What follows belongs to an exercise in optimizing a design on an open flow for small area; a production flow would make more cautious choices. RTL that was checked went through simulation tests only; none was proved equivalent to the original. Power is estimated from default activity; no workload was simulated.

Setup of run 2:
==> flow/design.v <==
module interFrameSpace (samplePoint, rst, canRX, frameReady, endOverload, isOverload, isStart);
	input wire samplePoint, rst, canRX, frameReady, endOverload;
	output wire isOverload, isStart;
	parameter bit1_intermission = 0, bit2_intermission = 1, bit3_intermission = 2, bus_idle = 3;
	reg [1:0]state;
	reg isOverload0, isStart0;
	reg endError;
	assign isOverload = isOverload0;
	assign isStart = isStart0;
	always @ (posedge samplePoint) begin
		if (rst) begin
			state <= bus_idle;
			isOverload0 <= 0;
			isStart0 <= 0;
			endError <= 0;
		end else begin
		if (frameReady == 0)begin
			state <= bit1_intermission;
			isOverload0 <= 0;
			isStart0 <= 0;
			if (endOverload)
				endError <= 1;
		end
		if (isOverload) begin
			isOverload0 <= 0;
		end
		if (frameReady == 1 && endOverload == 1) begin
			if (canRX == 1) begin
				state <= bit2_intermission;
				isOverload0 <= 0;
				isStart0 <= 0;
			end else begin
				state <= bit1_intermission;
				isOverload0 <= 1;
				isStart0 <= 0;
			end
		end
		if ((frameReady == 1 && endOverload == 0) || endError == 1) begin
			case (state)
				bit1_intermission:
					if (canRX == 1) begin
						state <= bit2_intermission;
						isOverload0 <= 0;
						isStart0 <= 0;
					end else begin
						state <= bit1_intermission;
						isOverload0 <= 1;
						isStart0 <= 0;
						endError <= 0;
					end
				bit2_intermission:
					if (canRX == 1) begin
						state <= bit3_intermission;
						isOverload0 <= 0;
						isStart0 <= 0;
					end else begin
						state <= bit1_intermission;
						isOverload0 <= 1;
						isStart0 <= 0;
						endError <= 0;
					end
				bit3_intermission:
					if (canRX == 1) begin
						state <= bus_idle;
						isOverload0 <= 0;
						isStart0 <= 0;
					end else begin
						state <= bit1_intermission;
						isOverload0 <= 0;
						isStart0 <= 1;
						endError <= 0;
					end
				bus_idle:
					if (canRX == 1) begin
						state <= bus_idle;
						isOverload0 <= 0;
						isStart0 <= 0;
					end else begin
						state <= bit1_intermission;
						isOverload0 <= 0;
						isStart0 <= 1;
						endError <= 0;
					end
			endcase
		end
		end
	end
endmodule
module overload (samplePoint, rst, canRX, isOverload, isError, endOverload);
	input wire samplePoint, rst, canRX, isOverload, isError;
	output wire endOverload;
	reg [3:0] count;
	reg del;
	reg alredyOverError;
	wire active = isOverload | isError | alredyOverError;
	wire flag = ~count[3] & ~(count[2] & (count[1] | count[0]));
	wire c7 = count[2] & count[1] & count[0];
	wire c11 = count[3] & count[1] & count[0];
	wire ended = del & (count == 4'd0);
	assign endOverload = ended;
	always @ (posedge samplePoint) begin
		if (rst) begin
			count <= 4'd0;
			del <= 1'b0;
			alredyOverError <= 1'b0;
		end else if (active) begin
			alredyOverError <= 1'b1;
			if (!del || ended) begin
				del <= 1'b0;
				if (!canRX)
					count <= (!flag && c11) ? 4'd0 : count + 4'd1;
				else if (flag)
					count <= 4'd0;
				else begin
					del <= 1'b1;
					count <= 4'd1;
				end
			end else begin
				if (canRX) begin
					if (c7) begin
						alredyOverError <= 1'b0;
						count <= 4'd0;
					end else
						count <= count + 4'd1;
				end else begin
					del <= 1'b0;
					count <= {3'b000, c7};
				end
			end
		end else if (ended)
			del <= 1'b0;
	end
endmodule
module framecontroller
(
	input	sp, rst, CAN_RX, reset, isStuff, errorFlag,
	input	[4:0] size,
	output wire BS_onoff,
	output wire [1:0] CRCtype,
	output reg BRS_Stop,
	output wire invalidBit,
	output wire CRCcalc_on,
	output wire CRCtime,
	output wire ackValue,
	output reg isRemote,
	output reg IDE,
	output reg EDL,
	output reg BRS,
	output wire frameReady
);
	localparam [3:0] ARB = 4'd0, RTR = 4'd1, IDEs = 4'd2, EXT = 4'd3,
	                 EXTRTR = 4'd4, R1EDL = 4'd5, R0EDL = 4'd6, R0FD = 4'd7,
	                 BRSs = 4'd8, DLC = 4'd10, DATA = 4'd11,
	                 CRC = 4'd12, TAIL = 4'd13, ERR = 4'd14, ERR2 = 4'd15;
	reg [3:0] state;
	reg [8:0] cnt;
	reg big;    
	assign invalidBit = 1'b0;
	assign ackValue = 1'b0;
	wire crcFirst = EDL ? (cnt[4] & ~cnt[3] & (cnt[2] == big) & ~cnt[1] & cnt[0])
	                    : (~cnt[4] & cnt[3] & cnt[2] & cnt[1] & cnt[0]);
	wire tailFirst = ~cnt[3] & ~cnt[2] & ~cnt[1] & ~cnt[0];    
	assign frameReady = (state == ERR2) & ~cnt[0];
	assign CRCtime = ((state == CRC) & ~crcFirst) | ((state == TAIL) & tailFirst);
	assign CRCtype = {CRCtime & EDL, CRCtime & (~EDL | big)};
	assign CRCcalc_on = ~CRCtime & (state != TAIL) & (state != ERR2);
	assign BS_onoff = (state != ERR2) & ~((state == TAIL) & ~tailFirst);
	wire one = (cnt == 9'd1);
	wire [8:0] crcLoad = !EDL ? 9'd15 : big ? 9'd21 : 9'd17;
	wire [3:0] dlc = {cnt[2:0], CAN_RX};
	reg [5:0] nb;
	always @* begin
		if (!EDL || !dlc[3])
			nb = dlc[3] ? 6'd8 : {3'b000, dlc[2:0]};
		else case (dlc[2:0])
			3'd0: nb = 6'd8;
			3'd1: nb = 6'd12;
			3'd2: nb = 6'd16;
			3'd3: nb = 6'd20;
			3'd4: nb = 6'd24;
			3'd5: nb = 6'd32;
			3'd6: nb = 6'd48;
			default: nb = 6'd0;    
		endcase
	end
	always @ (posedge sp) begin
		if (rst) begin
			state <= ERR2;
			cnt[0] <= 1'b0;
			BRS_Stop <= 1'b0;
			isRemote <= 1'b0;
			IDE <= 1'b0;
			EDL <= 1'b0;
			BRS <= 1'b0;
		end else if (reset) begin
			state <= errorFlag ? ERR : ARB;
			big <= 1'b0;
			BRS_Stop <= 1'b0;
			isRemote <= 1'b0;
			IDE <= 1'b0;
			EDL <= 1'b0;
			BRS <= 1'b0;
		end else if (!isStuff) begin
			case (state)
				ARB: if (size[3] && size[1]) state <= RTR;    
				RTR: begin
					isRemote <= CAN_RX;
					state <= IDEs;
				end
				IDEs: begin
					IDE <= CAN_RX;
					isRemote <= isRemote & ~CAN_RX;
					if (!CAN_RX) state <= R0EDL;
					else if (isRemote) state <= EXT;
					else state <= ERR;
				end
				EXT: if (&size[4:1]) state <= EXTRTR;    
				EXTRTR: begin
					isRemote <= CAN_RX;
					state <= R1EDL;
				end
				R1EDL, R0EDL: begin
					EDL <= CAN_RX;
					cnt <= {7'd0, ~CAN_RX, CAN_RX};    
					if (CAN_RX) state <= R0FD;
					else if (state == R1EDL) state <= R0EDL;
					else state <= DLC;
				end
				R0FD: state <= CAN_RX ? ERR : BRSs;
				BRSs: begin
					BRS <= CAN_RX;
					BRS_Stop <= CAN_RX;
					state <= DLC;
				end
				DLC: begin
					if (!cnt[4]) begin
						cnt <= {cnt[7:0], CAN_RX};
					end else if (dlc != 4'd0) begin
						cnt <= {nb, 3'b000};    
						big <= EDL & dlc[3] & (dlc[2] | (dlc[1] & dlc[0]));
						state <= DATA;
					end else begin
						cnt <= crcLoad;
						state <= CRC;
					end
				end
				DATA: begin
					if (EDL) BRS_Stop <= 1'b1;
					cnt <= cnt - 9'd1;
					if (one) begin
						cnt <= crcLoad;
						state <= CRC;
					end
				end
				CRC: begin
					cnt <= cnt - 9'd1;
					if (one) state <= TAIL;
				end
				TAIL: begin
					BRS_Stop <= 1'b0;
					cnt <= cnt - 9'd1;
					if (!CAN_RX && !cnt[0] && (cnt[3:1] == 3'b000 || cnt[3:1] == 3'b111))    
						state <= ERR2;
					else if (!cnt[3] && cnt[2] && cnt[1] && cnt[0])    
						state <= ERR2;
				end
				default: ;
			endcase
		end
	end
endmodule
module DatavsRemote(
RTR_SRR,
IDE,
RTR_r1,
isRemote
);
	input RTR_SRR, IDE, RTR_r1;
	output isRemote;
	assign isRemote = RTR_SRR & (IDE ~^ RTR_r1);
endmodule
module frameSize
(
	input	sp, rst, isStuff, reset,
	output reg [9:0] size
);
	always @ (posedge sp) begin
		if (rst)
			begin
				size <= 10'b0;
			end
		else if (reset)
			begin
				size <= 10'b1;
			end
		else if (~isStuff)
			begin
				size <= size + 1;
			end
	end
endmodule
module frameStorage
(
	input	sp, rst, CAN_RX, isStuff, reset,
	output reg [150:0] frame
);
	wire clr = rst | reset;
	wire hold = isStuff & ~clr;
	wire shift = ~isStuff & ~clr;
	always @ (posedge sp) begin
		frame[150:1] <= ({150{hold}} & frame[150:1]) | ({150{shift}} & frame[149:0]);
		frame[0] <= ~rst & ((isStuff & ~reset) ? frame[0] : CAN_RX);
	end
endmodule
module frameMakerTop (samplePoint, reset, canRX, isError, isStuff, endOverload, BS_onoff, CRCtype, BRS_Stop, invalidBit, CRCcalc_on, CRCtime, ackValue, IDE, EDL, BRS, isRemote, size, frame, frameReady, isStart);
	input wire samplePoint, reset, canRX, isError, isStuff;
	output wire endOverload, BS_onoff, BRS_Stop, invalidBit, CRCcalc_on, CRCtime, ackValue, IDE, EDL, BRS, isRemote, frameReady, isStart;
	output wire [1:0] CRCtype;
	output wire [9:0] size;
	output wire [150:0] frame;
	wire isOverloadFromInterframe;
	interFrameSpace ifs (samplePoint, reset, canRX, frameReady, endOverload, isOverloadFromInterframe, isStart);
	overload ov (samplePoint, reset, canRX, isOverloadFromInterframe, isError, endOverload);
	framecontroller fc (samplePoint, reset, canRX, isStart, isStuff, isError, size[4:0], BS_onoff, CRCtype, BRS_Stop, invalidBit, CRCcalc_on, CRCtime, ackValue, isRemote, IDE, EDL, BRS, frameReady);
	frameSize fsz (samplePoint, reset, isStuff, isStart, size);
	frameStorage fst (samplePoint, reset, canRX, isStuff, isStart, frame);
endmodule
Settings: LEC_CHECK=0, ABC_AREA=1, CAP_MARGIN=20, CORE_MARGIN=2, CORE_UTILIZATION=70, SLEW_MARGIN=20; clock period 5.0 ns.
standard.sh (not shown) runs the stock make flow with config.mk's settings and CLKGATE_MAP_FILE= SYNTH_SCRIPT=/design/flow/synth_recipe.tcl, a recipe that flattens the netlist after the stock synthesis.
==> flow/flow/run.sh <==
#!/bin/bash
# Layout flow: the standard ORFS flow (standard.sh) with three changes:
#  - synthesis maps the logic with an area-oriented ABC script (flow/area.abc);
#    the rest of the synthesis script, and so every register, is unchanged
#  - ports are buffered with sky130_fd_sc_hd__buf_1
#  - the clock tree uses small clock buffers and no dummy loads
# Each tool's output goes to the ORFS logs under orfs/logs and to standard.log.
set -uo pipefail
W=$PWD
F=$W/flow
sed 's#^source \$::env(SCRIPTS_DIR)/synth_preamble.tcl$#&\nset abc_args [lreplace $abc_args 1 1 '"$F"'/area.abc]#' \
  "$FLOW_HOME/scripts/synth.tcl" > "$W/my_synth.tcl"
grep -q "area.abc" "$W/my_synth.tcl" || { echo "synth.tcl patch failed"; exit 1; }
sed 's#source \$::env(SCRIPTS_DIR)/synth.tcl#source '"$W"'/my_synth.tcl#' synth_recipe.tcl > "$W/my_synth_recipe.tcl"
grep -q "my_synth.tcl" "$W/my_synth_recipe.tcl" || { echo "synth_recipe.tcl patch failed"; exit 1; }
sed 's#SYNTH_SCRIPT=[^ ]*#SYNTH_SCRIPT='"$W"'/my_synth_recipe.tcl#' standard.sh > "$W/my_standard.sh"
grep -q "my_synth_recipe.tcl" "$W/my_standard.sh" || { echo "standard.sh patch failed"; exit 1; }
export BUFFER_PORTS_ARGS="-buffer_cell sky130_fd_sc_hd__buf_1"
export CTS_ARGS="-sink_clustering_enable -repair_clock_nets -dont_use_dummy_load -buf_list sky130_fd_sc_hd__clkbuf_8 -root_buf sky130_fd_sc_hd__clkbuf_8 -sink_clustering_size 24 -sink_clustering_max_diameter 60"
bash "$W/my_standard.sh" > "$W/standard.log" 2>&1
==> flow/flow/area.abc <==
strash
&get -n
&deepsyn -T 60 -S 1
&dch
&nf -p -F 8 -A 4 -R 1000
&put
mfs3 -ae
topo
stime -c
Relative to run 2, the following input files were edited for run 5:
--- a/flow/design.v
+++ b/flow/design.v
@@ -151,5 +151,5 @@
 	localparam [3:0] ARB = 4'd0, RTR = 4'd1, IDEs = 4'd2, EXT = 4'd3,
 	                 EXTRTR = 4'd4, R1EDL = 4'd5, R0EDL = 4'd6, R0FD = 4'd7,
-	                 BRSs = 4'd8, DLC = 4'd10, DATA = 4'd11,
+	                 BRSs = 4'd8, ESI = 4'd9, DLC = 4'd10, DATA = 4'd11,
 	                 CRC = 4'd12, TAIL = 4'd13, ERR = 4'd14, ERR2 = 4'd15;
 	reg [3:0] state;
@@ -158,28 +158,28 @@
 	assign invalidBit = 1'b0;
 	assign ackValue = 1'b0;
-	wire crcFirst = EDL ? (cnt[4] & ~cnt[3] & (cnt[2] == big) & ~cnt[1] & cnt[0])
-	                    : (~cnt[4] & cnt[3] & cnt[2] & cnt[1] & cnt[0]);
-	wire tailFirst = ~cnt[3] & ~cnt[2] & ~cnt[1] & ~cnt[0];    
-	assign frameReady = (state == ERR2) & ~cnt[0];
+	wire crcFirst = EDL ? (cnt[4] & ~cnt[3] & (cnt[2] == big) & ~cnt[1] & ~cnt[0])
+	                    : (~cnt[4] & cnt[3] & cnt[2] & cnt[1] & ~cnt[0]);
+	wire tailFirst = cnt[3] & cnt[2] & cnt[1] & cnt[0];    
+	assign frameReady = (state == ERR2) & cnt[0];
 	assign CRCtime = ((state == CRC) & ~crcFirst) | ((state == TAIL) & tailFirst);
 	assign CRCtype = {CRCtime & EDL, CRCtime & (~EDL | big)};
 	assign CRCcalc_on = ~CRCtime & (state != TAIL) & (state != ERR2);
 	assign BS_onoff = (state != ERR2) & ~((state == TAIL) & ~tailFirst);
-	wire one = (cnt == 9'd1);
-	wire [8:0] crcLoad = !EDL ? 9'd15 : big ? 9'd21 : 9'd17;
+	wire zero = (cnt == 9'd0);
+	wire [8:0] crcLoad = !EDL ? 9'd14 : big ? 9'd20 : 9'd16;
 	wire [3:0] dlc = {cnt[2:0], CAN_RX};
-	reg [5:0] nb;
+	reg [5:0] nbm1;
 	always @* begin
 		if (!EDL || !dlc[3])
-			nb = dlc[3] ? 6'd8 : {3'b000, dlc[2:0]};
+			nbm1 = dlc[3] ? 6'd7 : {3'b000, dlc[2:0] - 3'd1};
 		else case (dlc[2:0])
-			3'd0: nb = 6'd8;
-			3'd1: nb = 6'd12;
-			3'd2: nb = 6'd16;
-			3'd3: nb = 6'd20;
-			3'd4: nb = 6'd24;
-			3'd5: nb = 6'd32;
-			3'd6: nb = 6'd48;
-			default: nb = 6'd0;    
+			3'd0: nbm1 = 6'd7;
+			3'd1: nbm1 = 6'd11;
+			3'd2: nbm1 = 6'd15;
+			3'd3: nbm1 = 6'd19;
+			3'd4: nbm1 = 6'd23;
+			3'd5: nbm1 = 6'd31;
+			3'd6: nbm1 = 6'd47;
+			default: nbm1 = 6'd63;
 		endcase
 	end
@@ -187,5 +187,5 @@
 		if (rst) begin
 			state <= ERR2;
-			cnt[0] <= 1'b0;
+			cnt[0] <= 1'b1;
 			BRS_Stop <= 1'b0;
 			isRemote <= 1'b0;
@@ -222,5 +222,5 @@
 				R1EDL, R0EDL: begin
 					EDL <= CAN_RX;
-					cnt <= {7'd0, ~CAN_RX, CAN_RX};    
+					cnt <= 9'd1;
 					if (CAN_RX) state <= R0FD;
 					else if (state == R1EDL) state <= R0EDL;
@@ -231,11 +231,12 @@
 					BRS <= CAN_RX;
 					BRS_Stop <= CAN_RX;
-					state <= DLC;
+					state <= ESI;
 				end
+				ESI: state <= DLC;
 				DLC: begin
-					if (!cnt[4]) begin
+					if (!cnt[3]) begin
 						cnt <= {cnt[7:0], CAN_RX};
 					end else if (dlc != 4'd0) begin
-						cnt <= {nb, 3'b000};    
+						cnt <= {nbm1, 3'b111};
 						big <= EDL & dlc[3] & (dlc[2] | (dlc[1] & dlc[0]));
 						state <= DATA;
@@ -248,5 +249,5 @@
 					if (EDL) BRS_Stop <= 1'b1;
 					cnt <= cnt - 9'd1;
-					if (one) begin
+					if (zero) begin
 						cnt <= crcLoad;
 						state <= CRC;
@@ -255,12 +256,12 @@
 				CRC: begin
 					cnt <= cnt - 9'd1;
-					if (one) state <= TAIL;
+					if (zero) state <= TAIL;    
 				end
 				TAIL: begin
 					BRS_Stop <= 1'b0;
 					cnt <= cnt - 9'd1;
-					if (!CAN_RX && !cnt[0] && (cnt[3:1] == 3'b000 || cnt[3:1] == 3'b111))    
+					if (!CAN_RX && cnt[3] && cnt[2] && cnt[0])    
 						state <= ERR2;
-					else if (!cnt[3] && cnt[2] && cnt[1] && cnt[0])    
+					else if (!cnt[3] && !cnt[0])                 
 						state <= ERR2;
 				end
==> comparison <==
- Compared with run 2, in run 5 fraction of power spent switching nets lower; fraction of power consumed by combinational cells lower; count of non-CTS buffers in the layout higher; sequential cell count roughly the same; global-route usage higher.
- Comparing run 2 and run 5, effective utilization at floorplan is higher on run 5.
- For run 5, the endpoint of the most critical setup path was fc.state[2], unlike run 2, where it was CRCtype[0].
- Changes observed in run 5 relative to run 2: setup slack of the critical path after layout now smaller; relative contribution of the clock network to total power now larger; relative area change from synthesis to final layout now larger; wire length now larger.
- On die span in x: between run 2 and run 5, it ends up higher for run 5.
- Final core area utilization: run 5 vs run 2 up 0.78 points
- Diff run 2 -> run 5 | area of the die | up slightly
For run 5, only the layout was checked, not whether the RTL still works.

==> static timing again, ports no longer ideal <==
The results above use ideal ports. As a check the final layouts listed here were re-extracted and re-timed, cells and wires unchanged. Step 1 assumes that a clkbuf_16 drives the clock port and a buf_2 every other input. Step 2 moves the port delays by t, midway between the first and last clock arrival at a register: inputs arrive t later, outputs are due t later. That takes back most of the time a late clock gives input paths. a / b / c = ideal / step 1 / step 2; a / b = the first two.
| run | shift t [ns] | setup WS [ns] | latest minus earliest clock arrival (ns) | worst register clock-pin slew, ns | worst slew at a driven data input, ns |
|---|---|---|---|---|---|
| run 2 | 0.467 | 1.473 / 1.438 / 1.374 | 0.044 / 0.044 | 0.11 / 0.11 | 0.04 |
| run 5 | 0.472 | 0.860 / 0.860 / 0.860 | 0.046 / 0.046 | 0.11 / 0.11 | 0.03 |
After both steps setup and hold are still met in every run listed. The setup slack of run 2, which loses most, moves by -0.035 ns with the drivers and by -0.099 ns with both steps.
